Context: an optimization exercise on an open-source flow, tuned for small area. The choices shown serve that exercise and are no tape-out recipe. The RTL was checked by simulation tests, not by an equivalence proof against the original design. No activity file was given, so power comes from the tool's default toggle rates.

job 1376:
==> flow/design.v <==
module CaC # (
    parameter DATA_W = 32
)(
    input  wire              InputValid_A,
    input  wire              InputValid_B,
    input  wire [DATA_W-1:0] InDestVid_A,
    input  wire [DATA_W-1:0] InDestVid_B,
    input  wire [DATA_W-1:0] InUpdate_A,
    input  wire [DATA_W-1:0] InUpdate_B,
    output wire [DATA_W-1:0] OutUpdate_A,
    output wire [DATA_W-1:0] OutUpdate_B,
    output wire [DATA_W-1:0] OutDestVid_A,
    output wire [DATA_W-1:0] OutDestVid_B,
    output wire              OutValid_A,
    output wire              OutValid_B
);
wire [2*DATA_W-2:0] lt, eq;
genvar i;
generate
for (i = 0; i < DATA_W; i = i + 1) begin : leaf
    wire ne = InDestVid_A[i] ^ InDestVid_B[i];
    assign lt[DATA_W-1+i] = InDestVid_A[i] & ne;
    assign eq[DATA_W-1+i] = ~ne;
end
for (i = DATA_W-2; i >= 0; i = i - 1) begin : node
    assign lt[i] = lt[2*i+2] | (eq[2*i+2] & lt[2*i+1]);
    assign eq[i] = eq[2*i+2] & eq[2*i+1];
end
endgenerate
wire both = InputValid_A & InputValid_B;
wire swap = both & lt[0];
wire comb = both & eq[0];
wire [DATA_W-1:0] sum;
combine_unit #(.DATA_W(DATA_W)) combiner (
    .update_A        (InUpdate_A),
    .update_B        (InUpdate_B),
    .combined_update (sum)
);
assign OutValid_A   = InputValid_A;
assign OutValid_B   = InputValid_B & ~comb;
wire [DATA_W-1:0] upd_sel = swap ? InUpdate_B : InUpdate_A;
assign OutDestVid_A = swap ? InDestVid_B : InDestVid_A;
assign OutDestVid_B = InDestVid_A ^ InDestVid_B ^ OutDestVid_A;
assign OutUpdate_A  = comb ? sum : upd_sel;
assign OutUpdate_B  = InUpdate_A ^ InUpdate_B ^ upd_sel;
endmodule
module combine_unit # (
    parameter DATA_W = 32
)(
    input  wire [DATA_W-1:0] update_A,
    input  wire [DATA_W-1:0] update_B,
    output wire [DATA_W-1:0] combined_update
);
reg [DATA_W-1:0] g, p;
integer d, i;
always @* begin
    p = update_A ^ update_B;
    g = update_A & update_B;
    for (d = 1; d < DATA_W; d = d * 2)
        for (i = 0; i < DATA_W; i = i + 1)
            if ((i % (2 * d)) >= d) begin
                g[i] = g[i] | (p[i] & g[(i / (2 * d)) * (2 * d) + d - 1]);
                p[i] = p[i] & p[(i / (2 * d)) * (2 * d) + d - 1];
            end
end
assign combined_update = update_A ^ update_B ^ {g[DATA_W-2:0], 1'b0};
endmodule
module combining_network # (
    parameter DATA_W = 32,
    parameter [5:0] REG_AFTER = 6'b010101
)(
    input  wire                clk,
    input  wire                rst,
    input  wire [7:0]          InputValid,
    input  wire [DATA_W*8-1:0] InDestVid,
    input  wire [DATA_W*8-1:0] InUpdate,
    output wire [DATA_W*8-1:0] OutUpdate,
    output wire [DATA_W*8-1:0] OutDestVid,
    output wire [7:0]          OutValid
);
wire [7:0]          v_in  [0:6];
wire [DATA_W*8-1:0] d_in  [0:6];
wire [DATA_W*8-1:0] u_in  [0:6];
wire [7:0]          v_out [0:5];
wire [DATA_W*8-1:0] d_out [0:5];
wire [DATA_W*8-1:0] u_out [0:5];
assign v_in[0] = InputValid;
assign d_in[0] = InDestVid;
assign u_in[0] = InUpdate;
genvar l, p;
generate
for (l = 0; l < 6; l = l + 1) begin : layer
    for (p = 0; p < 4; p = p + 1) begin : elem
        localparam integer D = (l == 3) ? 4 : (l == 1 || l == 4) ? 2 : 1;
        localparam integer A = (p / D) * 2 * D + (p % D);
        localparam integer B = A + D;
        CaC #(.DATA_W(DATA_W)) cac (
            .InputValid_A (v_in[l][A]),
            .InputValid_B (v_in[l][B]),
            .InDestVid_A  (d_in[l][DATA_W*A +: DATA_W]),
            .InDestVid_B  (d_in[l][DATA_W*B +: DATA_W]),
            .InUpdate_A   (u_in[l][DATA_W*A +: DATA_W]),
            .InUpdate_B   (u_in[l][DATA_W*B +: DATA_W]),
            .OutUpdate_A  (u_out[l][DATA_W*A +: DATA_W]),
            .OutUpdate_B  (u_out[l][DATA_W*B +: DATA_W]),
            .OutDestVid_A (d_out[l][DATA_W*A +: DATA_W]),
            .OutDestVid_B (d_out[l][DATA_W*B +: DATA_W]),
            .OutValid_A   (v_out[l][A]),
            .OutValid_B   (v_out[l][B])
        );
    end
    if (REG_AFTER[l]) begin : pipe
        reg [7:0]          v_r;
        reg [DATA_W*8-1:0] d_r;
        reg [DATA_W*8-1:0] u_r;
        always @(posedge clk) begin
            v_r <= rst ? 8'd0 : v_out[l];
            d_r <= d_out[l];
            u_r <= u_out[l];
        end
        assign v_in[l+1] = v_r;
        assign d_in[l+1] = d_r;
        assign u_in[l+1] = u_r;
    end else begin : comb
        assign v_in[l+1] = v_out[l];
        assign d_in[l+1] = d_out[l];
        assign u_in[l+1] = u_out[l];
    end
end
endgenerate
assign OutValid   = v_in[6];
assign OutDestVid = d_in[6];
assign OutUpdate  = u_in[6];
endmodule
==> flow/config.mk <==
export PLATFORM = sky130hd
export DESIGN_NAME = combining_network
export DESIGN_NICKNAME = combining_network
export VERILOG_FILES = /design/flow/design.v
export SDC_FILE = /design/flow/constraint.sdc
export NUM_CORES = 4
export LEC_CHECK = 0
export CAP_MARGIN = 20
export CORE_MARGIN = 2
export CORE_UTILIZATION = 50
export GPL_TIMING_DRIVEN = 1
export PLACE_DENSITY = 0.65
export SETUP_SLACK_MARGIN = 0.2
export SLEW_MARGIN = 20
==> flow/constraint.sdc <==
create_clock -name core_clock -period 6.0 [get_ports {clk}]
set_input_delay 1.2000 -clock core_clock [delete_from_list [all_inputs] [get_ports {clk}]]
set_output_delay 1.2000 -clock core_clock [all_outputs]
set_load 0.01 [all_outputs]
standard.sh (not shown) runs the stock make flow with config.mk's settings and CLKGATE_MAP_FILE= SYNTH_SCRIPT=/design/flow/synth_recipe.tcl, a recipe that flattens the netlist after the stock synthesis.
==> flow/flow/run.sh <==
#!/bin/bash
# The standard layout (standard.sh), with the port buffers made from the
# smallest buffer cell instead of the resizer's default choice.
set -euo pipefail
bash standard.sh "BUFFER_PORTS_ARGS=-buffer_cell sky130_fd_sc_hd__buf_1" finish > flow_make.log 2>&1
Ran to the end and failed final checks on setup timing: job 1376.
The following lists how job 5510 was set up differently from job 1376:
--- a/flow/design.v
+++ b/flow/design.v
@@ -16,13 +16,12 @@
 );
 wire [2*DATA_W-2:0] lt, eq;
 genvar i;
 generate
 for (i = 0; i < DATA_W; i = i + 1) begin : leaf
-    wire ne = InDestVid_A[i] ^ InDestVid_B[i];
-    assign lt[DATA_W-1+i] = InDestVid_A[i] & ne;
-    assign eq[DATA_W-1+i] = ~ne;
+    assign lt[DATA_W-1+i] = InDestVid_A[i] & ~InDestVid_B[i];
+    assign eq[DATA_W-1+i] = ~(InDestVid_B[i] ^ InDestVid_A[i]);
 end
 for (i = DATA_W-2; i >= 0; i = i - 1) begin : node
     assign lt[i] = lt[2*i+2] | (eq[2*i+2] & lt[2*i+1]);
     assign eq[i] = eq[2*i+2] & eq[2*i+1];
 end
@@ -36,15 +35,14 @@
     .update_B        (InUpdate_B),
     .combined_update (sum)
 );
 assign OutValid_A   = InputValid_A;
 assign OutValid_B   = InputValid_B & ~comb;
-wire [DATA_W-1:0] upd_sel = swap ? InUpdate_B : InUpdate_A;
 assign OutDestVid_A = swap ? InDestVid_B : InDestVid_A;
-assign OutDestVid_B = InDestVid_A ^ InDestVid_B ^ OutDestVid_A;
-assign OutUpdate_A  = comb ? sum : upd_sel;
-assign OutUpdate_B  = InUpdate_A ^ InUpdate_B ^ upd_sel;
+assign OutDestVid_B = swap ? InDestVid_A : InDestVid_B;
+assign OutUpdate_A  = comb ? sum : (swap ? InUpdate_B : InUpdate_A);
+assign OutUpdate_B  = swap ? InUpdate_A : InUpdate_B;
 endmodule
 module combine_unit # (
     parameter DATA_W = 32
 )(
     input  wire [DATA_W-1:0] update_A,
--- outcome ---
Taking job 1376 as the reference, in job 5510 estimated wirelength of the detail-placed design fell by about 7%; final standard cell area without fillers fell by about 3.5%; switching power fell by 13%. The flow did not stop early for job 5510: all stages ran, and the layout cleared the timing, DRC and antenna checks. Fraction of area in clock buffers and inverters (job 5510 over job 1376): increase, 0.21 points. Compared with job 1376, in job 5510 power saw a decrease, final routed wirelength across all metal layers -7.1%, register-to-register slack higher. Diff job 1376 -> job 5510: first-iteration DRC count went down about 10%, total global-route track usage went down 3.3 points. Going from job 1376 to job 5510, final weighted congestion in routability-driven placement shrinks by 4.2%. Relative to job 1376, final number of setup-violating endpoints decreased by 12 in job 5510. Relative to job 1376, job 5510 improves final worst slack. In job 5510, the minimum clock period came out 0.32 ns below the value in job 1376. Diff job 1376 -> job 5510 | met3 layer usage reported by global route | increase of 1.4 points.

[what the ideal ports hide]
The results above use ideal ports. As a check the final layouts listed here were re-extracted and re-timed, cells and wires unchanged.
Step 1, drivers: a clkbuf_16 drives clk and a buf_2 each remaining input, both assumed.
Step 2, shift: input delay + t, output delay - t, t = (earliest + latest rising clock arrival at the registers) / 2. This alone moves slack from input paths to output paths.
Three values: ideal, step 1, step 2; two values: the first two.
run	shift t [ns]	setup slack, ns	worst setup path at the end	slew at the worst register clock pin (ns)	cell pins on the clock port's net
job 1376	0.969	-0.203 / -0.203 / -0.203	register to register	0.08 / 0.08	1
job 5510	0.957	0.121 / 0.121 / 0.121	register to register	0.07 / 0.07	1
